From an optimization exercise on the open Yosys and OpenROAD flow, aimed at small area and a short achievable clock period; shortcuts taken in it are not production practice.
At most, simulation tests tie the RTL to the original design; equivalence was not proved.
Power and IR drop assume default switching activity.

exp/juniper:
## softplus8_pla
module softplus8_pla (
    input  wire clk,
    input  wire rst,
    input  wire signed [15:0] x,
    output wire [15:0] y
);
  wire neg0 = x[15];
  wire tz0 = ~|x[6:0];
  wire [3:0] am0 = x[10:7] ^ {4{neg0}};
  wire big0 = neg0 ? ~&x[14:11] : |x[14:11];
  wire pos0 = ~neg0;                                         
  wire ge9 = am0[3] & (am0[2] | am0[1] | am0[0]);
  wire seg70 = ~neg0 & (big0 | ge9);                         
  wire zero0 = neg0 & (big0 | (am0[3] & am0[2]) | (am0 == 4'd11 & tz0));   
  wire [2:0] jh0 = (big0 | ge9) ? 3'd0 :
                   {am0 <= 4'd2, am0 >= 4'd3 & am0 <= 4'd5, am0 >= 4'd6};    
  wire inc0 = tz0 & ~big0 & (neg0 ? (am0 == 4'd2 | am0 == 4'd5) : am0 == 4'd9);
  wire dec0 = tz0 & ~big0 & (neg0 ? am0 == 4'd8 : (am0 == 4'd3 | am0 == 4'd6));
  wire [7:0] u0 = pos0 ? 8'd128 - {1'b0, x[6:0]} : {1'b0, x[6:0]};
  wire [7:0] K0;
  assign K0[0] = (~am0[0] & am0[1]) | (~am0[2] & ~am0[3]) | (am0[1] & am0[3]) | (~am0[0] & ~am0[2]) | (am0[0] & ~am0[1] & am0[2]);
  assign K0[1] = (~am0[0] & ~am0[3]) | (am0[1] & ~am0[2]);
  assign K0[2] = (~am0[1] & ~am0[2]) | (am0[0] & ~am0[2] & ~am0[3]) | (am0[0] & ~am0[1]);
  assign K0[3] = (am0[0] & ~am0[1] & ~am0[3]) | (am0[2]);
  assign K0[4] = (am0[0] & ~am0[1] & ~am0[2] & ~am0[3]) | (~am0[0] & am0[1] & ~am0[2] & ~am0[3]) | (~am0[0] & ~am0[1] & am0[2]);
  assign K0[5] = (am0[1] & ~am0[2] & ~am0[3]);
  assign K0[6] = (am0[0] & ~am0[1] & ~am0[2] & ~am0[3]);
  assign K0[7] = (~am0[0] & ~am0[1] & ~am0[2] & ~am0[3]);
  wire nz0 = ~tz0 | x[7];
  wire [8:0] Ke0 = zero0 ? 9'd0 : seg70 ? (nz0 ? -9'sd119 : -9'sd118) : {1'b0, K0};
  reg [14:7] xh1;
  reg [7:0] u1;
  reg [8:0] Ke1;
  reg [2:0] jh1;
  reg pos1, seg71, ci1, dec1;
  wire [13:0] w = {6'd0, u1};
  wire [13:0] rA = jh1[2] ? w << 5 : jh1[1] ? w << 3 : jh1[0] ? w << 1 : seg71 ? {~xh1[14:8], 7'd0} : 14'd0;
  ...
Settings: LEC_CHECK=0, ABC_AREA=1, CAP_MARGIN=20, CORE_MARGIN=2, CORE_UTILIZATION=70, SETUP_SLACK_MARGIN=3.3, SLEW_MARGIN=20; clock period 5.5 ns.
standard.sh (not shown) runs the stock make flow with config.mk's settings and CLKGATE_MAP_FILE= SYNTH_SCRIPT=/design/flow/synth_recipe.tcl, a recipe that flattens the netlist after the stock synthesis.
==> flow/flow/run.sh <==
#!/bin/bash
set -o pipefail
cp standard.sh standard_copy.log
export BUFFER_PORTS_ARGS="-buffer_cell sky130_fd_sc_hd__buf_2"
bash standard.sh > standard.log 2>&1
Every stage of the flow completed for exp/juniper, and the final layout passed the timing, design-rule and antenna checks.
[inputs] exp/indigo vs exp/juniper
- SETUP_SLACK_MARGIN now 2.7, was 3.3
- ABC_AREA no longer set, was 1
==> flow/run.sh (new file) <==
#!/bin/bash
# synth_recipe.tcl (not shown) runs the flow's synth.tcl, then flattens the netlist and writes it again
# the make line also repeats each setting of config.mk as NAME=value (left out here)
make -C /OpenROAD-flow-scripts/flow DESIGN_CONFIG=/design/flow/config.mk WORK_HOME=/design/flow/orfs CLKGATE_MAP_FILE= SYNTH_SCRIPT=/design/flow/synth_recipe.tcl finish
removed: flow/flow/run.sh
removed: flow/standard.sh
Findings:
The lower number of placed instances, taps included of exp/indigo and exp/juniper is in exp/indigo. Diff exp/indigo..exp/juniper | final count of pins violating max slew | unchanged. Relative to exp/juniper, the final non-filler cell area measured on exp/indigo has increased slightly. Higher leakage power of the design among exp/indigo and exp/juniper: exp/juniper. exp/indigo vs exp/juniper, wire length of the first global-routing pass went up by 680 µm. A leading cell type in the layout, fill and taps excluded of dfxtp_1 is what exp/indigo shows, while nand2_1 belongs to exp/juniper. Diff exp/juniper -> exp/indigo: area taken by multi-input logic gates shows an increase of 190 µm²; wire length fell about 2.4%; pin count of the biggest net entering global routing climbed 85%; proportion of cell area occupied by registers moved down. Re non-clock buffer instance count of the final layout: exp/indigo and exp/juniper aren't equal, and the lower value belongs to exp/indigo.
Setup changes, exp/indigo to exp/delta
- a change of SETUP_SLACK_MARGIN from 2.7 to 2.9
--- outcome ---
Relative to exp/indigo, finished layout cell area has gone up in exp/delta.
Count of multi-input gates: exp/delta vs exp/indigo identical
Taking exp/indigo as the reference, in exp/delta fraction of area in registers now sits lower, number of global-route vias before repair now sits higher, clock-cell share of area now sits lower.
Diff exp/indigo..exp/delta | starting density of the core | unchanged
The total length of routed wires in exp/indigo is 0.940 times that in exp/delta.
From exp/indigo to exp/delta the numbers moved as follows: areal power density over the cells lost 4.3%, detailed-route vias per instance increased 1.3%.
Total power delta for exp/delta relative to exp/indigo: 2.9% lower
First element of the critical path = x[12]: exp/delta; first element of the critical path = x[15]: exp/indigo
Function was not checked in any run of this note: the RTL went through the layout flow alone.

Another version of the RTL of softplus8_pla (not shown whole).
Size in the first run: ~480 cells after synthesis, roughly 95 flip-flops, ~34 I/O pins.
// softplus8_pla
module softplus8_pla (
    input  wire clk,
    input  wire rst,
    input  wire signed [15:0] x,
    output wire [15:0] y
);
  wire neg0 = x[15];
  wire tz0 = ~|x[6:0];
  wire [3:0] am0 = x[10:7] ^ {4{neg0}};
  wire big0 = neg0 ? ~&x[14:11] : |x[14:11];
  wire pos0 = ~neg0;                                         
  wire ge9 = am0[3] & (am0[2] | am0[1] | am0[0]);
  wire seg70 = ~neg0 & (big0 | ge9);                         
  wire zero0 = neg0 & (big0 | (am0[3] & am0[2]) | (am0 == 4'd11 & tz0));   
  wire [2:0] jh0 = (big0 | ge9) ? 3'd0 :
                   {am0 <= 4'd2, am0 >= 4'd3 & am0 <= 4'd5, am0 >= 4'd6};    
  wire inc0 = tz0 & ~big0 & (neg0 ? (am0 == 4'd2 | am0 == 4'd5) : am0 == 4'd9);
  wire dec0 = tz0 & ~big0 & (neg0 ? am0 == 4'd8 : (am0 == 4'd3 | am0 == 4'd6));
  wire [7:0] u0 = pos0 ? 8'd128 - {1'b0, x[6:0]} : {1'b0, x[6:0]};
  wire [7:0] K0;
  assign K0[0] = (~am0[0] & am0[1]) | (~am0[2] & ~am0[3]) | (am0[1] & am0[3]) | (~am0[0] & ~am0[2]) | (am0[0] & ~am0[1] & am0[2]);
  assign K0[1] = (~am0[0] & ~am0[3]) | (am0[1] & ~am0[2]);
  assign K0[2] = (~am0[1] & ~am0[2]) | (am0[0] & ~am0[2] & ~am0[3]) | (am0[0] & ~am0[1]);
  assign K0[3] = (am0[0] & ~am0[1] & ~am0[3]) | (am0[2]);
  assign K0[4] = (am0[0] & ~am0[1] & ~am0[2] & ~am0[3]) | (~am0[0] & am0[1] & ~am0[2] & ~am0[3]) | (~am0[0] & ~am0[1] & am0[2]);
  assign K0[5] = (am0[1] & ~am0[2] & ~am0[3]);
  assign K0[6] = (am0[0] & ~am0[1] & ~am0[2] & ~am0[3]);
  assign K0[7] = (~am0[0] & ~am0[1] & ~am0[2] & ~am0[3]);
  wire nz0 = ~tz0 | x[7];
  reg [14:7] xh1;
  reg [7:0] u1;
  reg [7:0] K1;
  reg [2:0] jh1;
  reg pos1, seg71, zero1, nz1, ci1, dec1;
  wire [13:0] w = {6'd0, u1};
  wire [13:0] rA = jh1[2] ? w << 5 : jh1[1] ? w << 3 : jh1[0] ? w << 1 : seg71 ? {~xh1[14:8], 7'd0} : 14'd0;
  wire [13:0] rB = jh1[2] ? w << 3 : jh1[1] ? w << 2 : jh1[0] ? w : 14'd0;
  wire [13:0] rC = jh1[2] ? w << 1 : jh1[1] ? w : 14'd0;
  wire [13:0] s1 = rA ^ rB ^ rC;
  ...
Settings: LEC_CHECK=0, CAP_MARGIN=20, CORE_MARGIN=2, CORE_UTILIZATION=60, SETUP_SLACK_MARGIN=3.2, SLEW_MARGIN=20; clock period 5.5 ns.
==> flow/flow/run.sh <==
#!/bin/bash
set -o pipefail
cp standard.sh standard_copy.log
export BUFFER_PORTS_ARGS="-buffer_cell sky130_fd_sc_hd__buf_2"
bash standard.sh > standard.log 2>&1
The first run completed with no timing, DRC or antenna violations.
Next try:
==> flow/run.sh (new file) <==
#!/bin/bash
# synth_recipe.tcl (not shown) runs the flow's synth.tcl, then flattens the netlist and writes it again
# the make line also repeats each setting of config.mk as NAME=value (left out here)
make -C /OpenROAD-flow-scripts/flow DESIGN_CONFIG=/design/flow/config.mk WORK_HOME=/design/flow/orfs CLKGATE_MAP_FILE= SYNTH_SCRIPT=/design/flow/synth_recipe.tcl finish
Settings changed: CORE_UTILIZATION 60 to 70, SETUP_SLACK_MARGIN 3.2 to 2.9.
removed: flow/flow/run.sh
removed: flow/standard.sh
What happened: Via count increases by 1.5%. Total power is higher by 2.9%. Setup slack degrades by 0.21 ns. Final cell count drops by 5.3%.
Next try:
==> flow/flow/run.sh (new file) <==
#!/bin/bash
set -o pipefail
cp standard.sh standard_copy.log
export BUFFER_PORTS_ARGS="-buffer_cell sky130_fd_sc_hd__buf_2"
bash standard.sh > standard.log 2>&1
==> flow/standard.sh (new file) <==
#!/bin/bash
# synth_recipe.tcl (not shown) runs the flow's synth.tcl, then flattens the netlist and writes it again
# the make line also repeats each setting of config.mk as NAME=value (left out here)
make -C /OpenROAD-flow-scripts/flow DESIGN_CONFIG=/design/flow/config.mk WORK_HOME=/design/flow/orfs CLKGATE_MAP_FILE= SYNTH_SCRIPT=/design/flow/synth_recipe.tcl "${@:-finish}"
Settings changed: CORE_UTILIZATION 70 to 75, SETUP_SLACK_MARGIN 2.9 to 3.2.
removed: flow/run.sh
The changed run passed the timing, design-rule and antenna checks.
Setup slack gets better by 0.17 ns.
Design area goes down by 1.3%.
Wire length came out higher by 10%.
Register-to-register slack gets better by 0.14 ns.
Count of clock-buffer cells in the layout is unchanged.
Core utilization goes up by 4.8 points.
Global-route usage is higher by 3.7 points.
Power came out lower by 3.3%.
Synthesized area stays the same.
Sequential cell count is unchanged.
Next try:
==> flow/flow/run.sh (replaced) <==
#!/bin/bash
set -o pipefail
cp standard.sh standard_copy.log
export BUFFER_PORTS_ARGS="-buffer_cell sky130_fd_sc_hd__buf_2"
export RECOVER_POWER=100
bash standard.sh > standard.log 2>&1
Settings changed: CORE_UTILIZATION 75 to 70, SETUP_SLACK_MARGIN 3.2 to 3.1.
After rerunning:
- design area decreases by 2.9%
- final cell count decreases by 0.67%
- core utilization decreases by 8.3 points
- clock power increases by 5.7%
- worst setup slack gets worse by 0.48 ns
- via count decreases by 3.4%
Next try:
==> flow/flow/run.sh (replaced) <==
#!/bin/bash
set -o pipefail
cp standard.sh standard_copy.log
export BUFFER_PORTS_ARGS="-buffer_cell sky130_fd_sc_hd__buf_2"
bash standard.sh > standard.log 2>&1
Settings changed: ABC_AREA set to 1, SETUP_SLACK_MARGIN 3.1 to 3.2.
The new run ran to the end with no violations.
Global-route usage decreases by 0.35 points.
Setup slack improves by 0.63 ns.
Clock power decreases by 6.5%.
Power decreases by 2.8%.
Critical path depth increases by 2.
Register-to-register slack improves by 0.63 ns.
Clock skew stays flat.
Worst hold slack hardly moves.
Combinational power decreases by about 2%.

== main ==
softplus8_pla, a different RTL version from the one above (not shown whole).
Size: roughly 560 cells after synthesis, about 34 I/O pins, roughly 4600 sq um of cells after synthesis.
Settings: LEC_CHECK=0, ABC_AREA=1, CAP_MARGIN=20, CORE_MARGIN=2, CORE_UTILIZATION=70, SETUP_SLACK_MARGIN=3.3, SLEW_MARGIN=20; clock period 5.5 ns.
==> flow/flow/run.sh <==
#!/bin/bash
set -o pipefail
cp standard.sh standard_copy.log
export BUFFER_PORTS_ARGS="-buffer_cell sky130_fd_sc_hd__buf_2"
bash standard.sh > standard.log 2>&1
main finished every step from synthesis to the final layout, and the layout passed the timing, design-rule and antenna checks.
Edits applied to the flow inputs when going from main to the feature branch:
Settings: changing SETUP_SLACK_MARGIN from 3.3 to 3.2; removing ABC_AREA (formerly 1).
[summary]
From main to the feature branch the numbers moved as follows: sequential cell area share rose 0.67 points; clock group share of total power dropped 4.3 points; count of non-filler cells in the finished layout now smaller; global-route wire length before repair now smaller.
Comparing the feature branch and main, the lower global-route usage is on the feature branch.
Function was not checked in any run of this note: the RTL went through the layout flow alone.

softplus8_pla with an RTL version that a note above also has.
Size: roughly 480 cells after synthesis, ~95 flip-flops, about 34 I/O pins, ~4600 µm² of cells after synthesis.
Settings: LEC_CHECK=0, CAP_MARGIN=20, CORE_MARGIN=2, CORE_UTILIZATION=70, SETUP_SLACK_MARGIN=3.0, SLEW_MARGIN=20; clock period 5.5 ns.
Scripts as last shown in full above: flow/flow/run.sh
Next try:
Settings changed: ABC_AREA set to 1, SETUP_SLACK_MARGIN 3.0 to 3.3.
Clock power grows by about 4%.
Maximum frequency goes up by 14%.
Power stays flat.
Wire length grows by 10%.
Final cell count increases by 16%.
Core utilization came out higher by 1.6 points.
Final area went up by 2.6%.
Next try:
Settings changed: SETUP_SLACK_MARGIN 3.3 to 3.5.
What happened: First-iteration DRC count came out higher by about 80%. Worst setup slack gets worse by 0.083 ns. Cell area climbs by about 4%. Sequential power is about the same. Power climbs by about 4.6%. Register-to-register slack gets worse by 0.08 ns. Maximum frequency went down by about 3.7%. Final cell count came out higher by 1.6%. Core utilization goes up by 3.4 points.
Next try:
Settings changed: ABC_AREA 1 to not set, SETUP_SLACK_MARGIN 3.5 to 2.9.
Effect: Register-to-register slack loses 0.23 ns. Final area goes down by 6.6%. Total power came out lower by 5.5%. Synthesized area is lower by 0.83%. Critical path depth is higher by 2. Worst hold slack stays flat. Global-route usage went down by 2.6 points. Synthesized cell count goes down by 14%.
Next try:
Settings changed: SETUP_SLACK_MARGIN 2.9 to 3.3.
Effect: Worst hold slack stays flat; synthesized cell count is unchanged; final area increases by 4.5%; die area is unchanged; clock-buffer cell count decreases by 2; power increases by 4.3%; routed wire length increases by 10%; setup slack improves by 0.086 ns; combinational power increases by 12%.

run 1:
softplus8_pla, a different RTL version from the one above (not shown whole).
Size: about 4700 µm² of cells after synthesis.
make LEC_CHECK=0 CAP_MARGIN=20 CORE_MARGIN=2 CORE_UTILIZATION=70 SETUP_SLACK_MARGIN=3.1 SLEW_MARGIN=20 finish   # period 5.5 ns
run.sh (not shown) runs the stock make flow with config.mk's settings and CLKGATE_MAP_FILE= SYNTH_SCRIPT=/design/flow/synth_recipe.tcl, a recipe that flattens the netlist after the stock synthesis.
Stock flow here: none of the scripts above is used.
Run 1 finished every step from synthesis to the final layout, and the layout passed the timing, design-rule and antenna checks.
#### Input delta (run 2 over run 1)
diff --git a/flow/config.mk b/flow/config.mk
--- a/flow/config.mk
+++ b/flow/config.mk
@@ -8,5 +8,5 @@
 export CAP_MARGIN = 20
 export CORE_MARGIN = 2
-export CORE_UTILIZATION = 70
-export SETUP_SLACK_MARGIN = 3.1
+export CORE_UTILIZATION = 65
+export SETUP_SLACK_MARGIN = 2.9
 export SLEW_MARGIN = 20
## What came out
- [compare] base=run 1 new=run 2: non-clock buffer count moved down; utilization now smaller; fraction of the cycle the final worst path needs now sits lower; routing usage on met3 essentially unchanged; total routed wire length on the met1 layer now sits lower.
- Per the comparison of run 2 with run 1, routed wire length down about 30%, setup slack went up by 0.020 ns, sequential share of layout area moved up.
Edits applied to the flow inputs when going from run 2 to run 3:
diff --git a/flow/config.mk b/flow/config.mk
--- a/flow/config.mk
+++ b/flow/config.mk
@@ -8,5 +8,5 @@
 export CAP_MARGIN = 20
 export CORE_MARGIN = 2
-export CORE_UTILIZATION = 65
-export SETUP_SLACK_MARGIN = 2.9
+export CORE_UTILIZATION = 75
+export SETUP_SLACK_MARGIN = 3.2
 export SLEW_MARGIN = 20
- Re synthesized area: no difference whatsoever between run 2 and run 3.
- Comparing run 2 against run 3, there is no change at all in async set-or-reset flop fraction in the synthesized netlist.
- Synthesized cell count came out exactly the same in run 3 and run 2.
- Run 3 terminated abnormally: clock tree synthesis (4_1_cts) reported DPL-0033.

[separate check: timing with driven ports]
No port has a modelled driver above. Below, the same layouts with a new extraction and two added sets of constraints. Step 1 sets driving cells, clkbuf_16 on the clock port and buf_2 on the other inputs (assumed; they add their load-dependent delay and slew). Step 2 moves the port delays by t, midway between the first and last clock arrival at a register: inputs arrive t later, outputs are due t later. That takes back most of the time a late clock gives input paths. Slacks: no drivers / after step 1 / after step 2; pairs: no drivers / after step 1.
run	t (ns)	slack for setup (ns)	cell pins on the clock port's net
exp/juniper	0.386	3.257 / 3.257 / 3.094	1
exp/indigo	0.397	2.759 / 2.764 / 2.367	1
exp/delta	0.373	2.849 / 2.857 / 2.484	1
the first run of note 2	0.377	3.162 / 3.162 / 2.899	1
the second run of note 2	0.382	2.953 / 2.964 / 2.583	1
the third run of note 2	0.387	3.123 / 3.123 / 2.881	1
the fourth run of note 2	0.384	2.639 / 2.639 / 2.395	1
the fifth run of note 2	0.380	3.266 / 3.266 / 3.056	1
main	0.377	3.062 / 3.062 / 3.062	1
the feature branch	0.376	2.610 / 2.610 / 2.610	1
the first run of note 4	0.386	3.064 / 3.064 / 2.841	1
the second run of note 4	0.391	3.357 / 3.357 / 3.072	1
the third run of note 4	0.399	3.274 / 3.274 / 3.220	1
the fourth run of note 4	0.381	3.042 / 3.042 / 2.827	1
the fifth run of note 4	0.387	3.128 / 3.128 / 2.973	1
run 1	0.408	2.844 / 2.844 / 2.666	1
run 2	0.389	2.864 / 2.864 / 2.611	1
After both steps every run listed still meets setup and hold. For exp/indigo, which loses most, drivers alone change the setup slack by +0.005 ns; drivers and shift together by -0.392 ns.
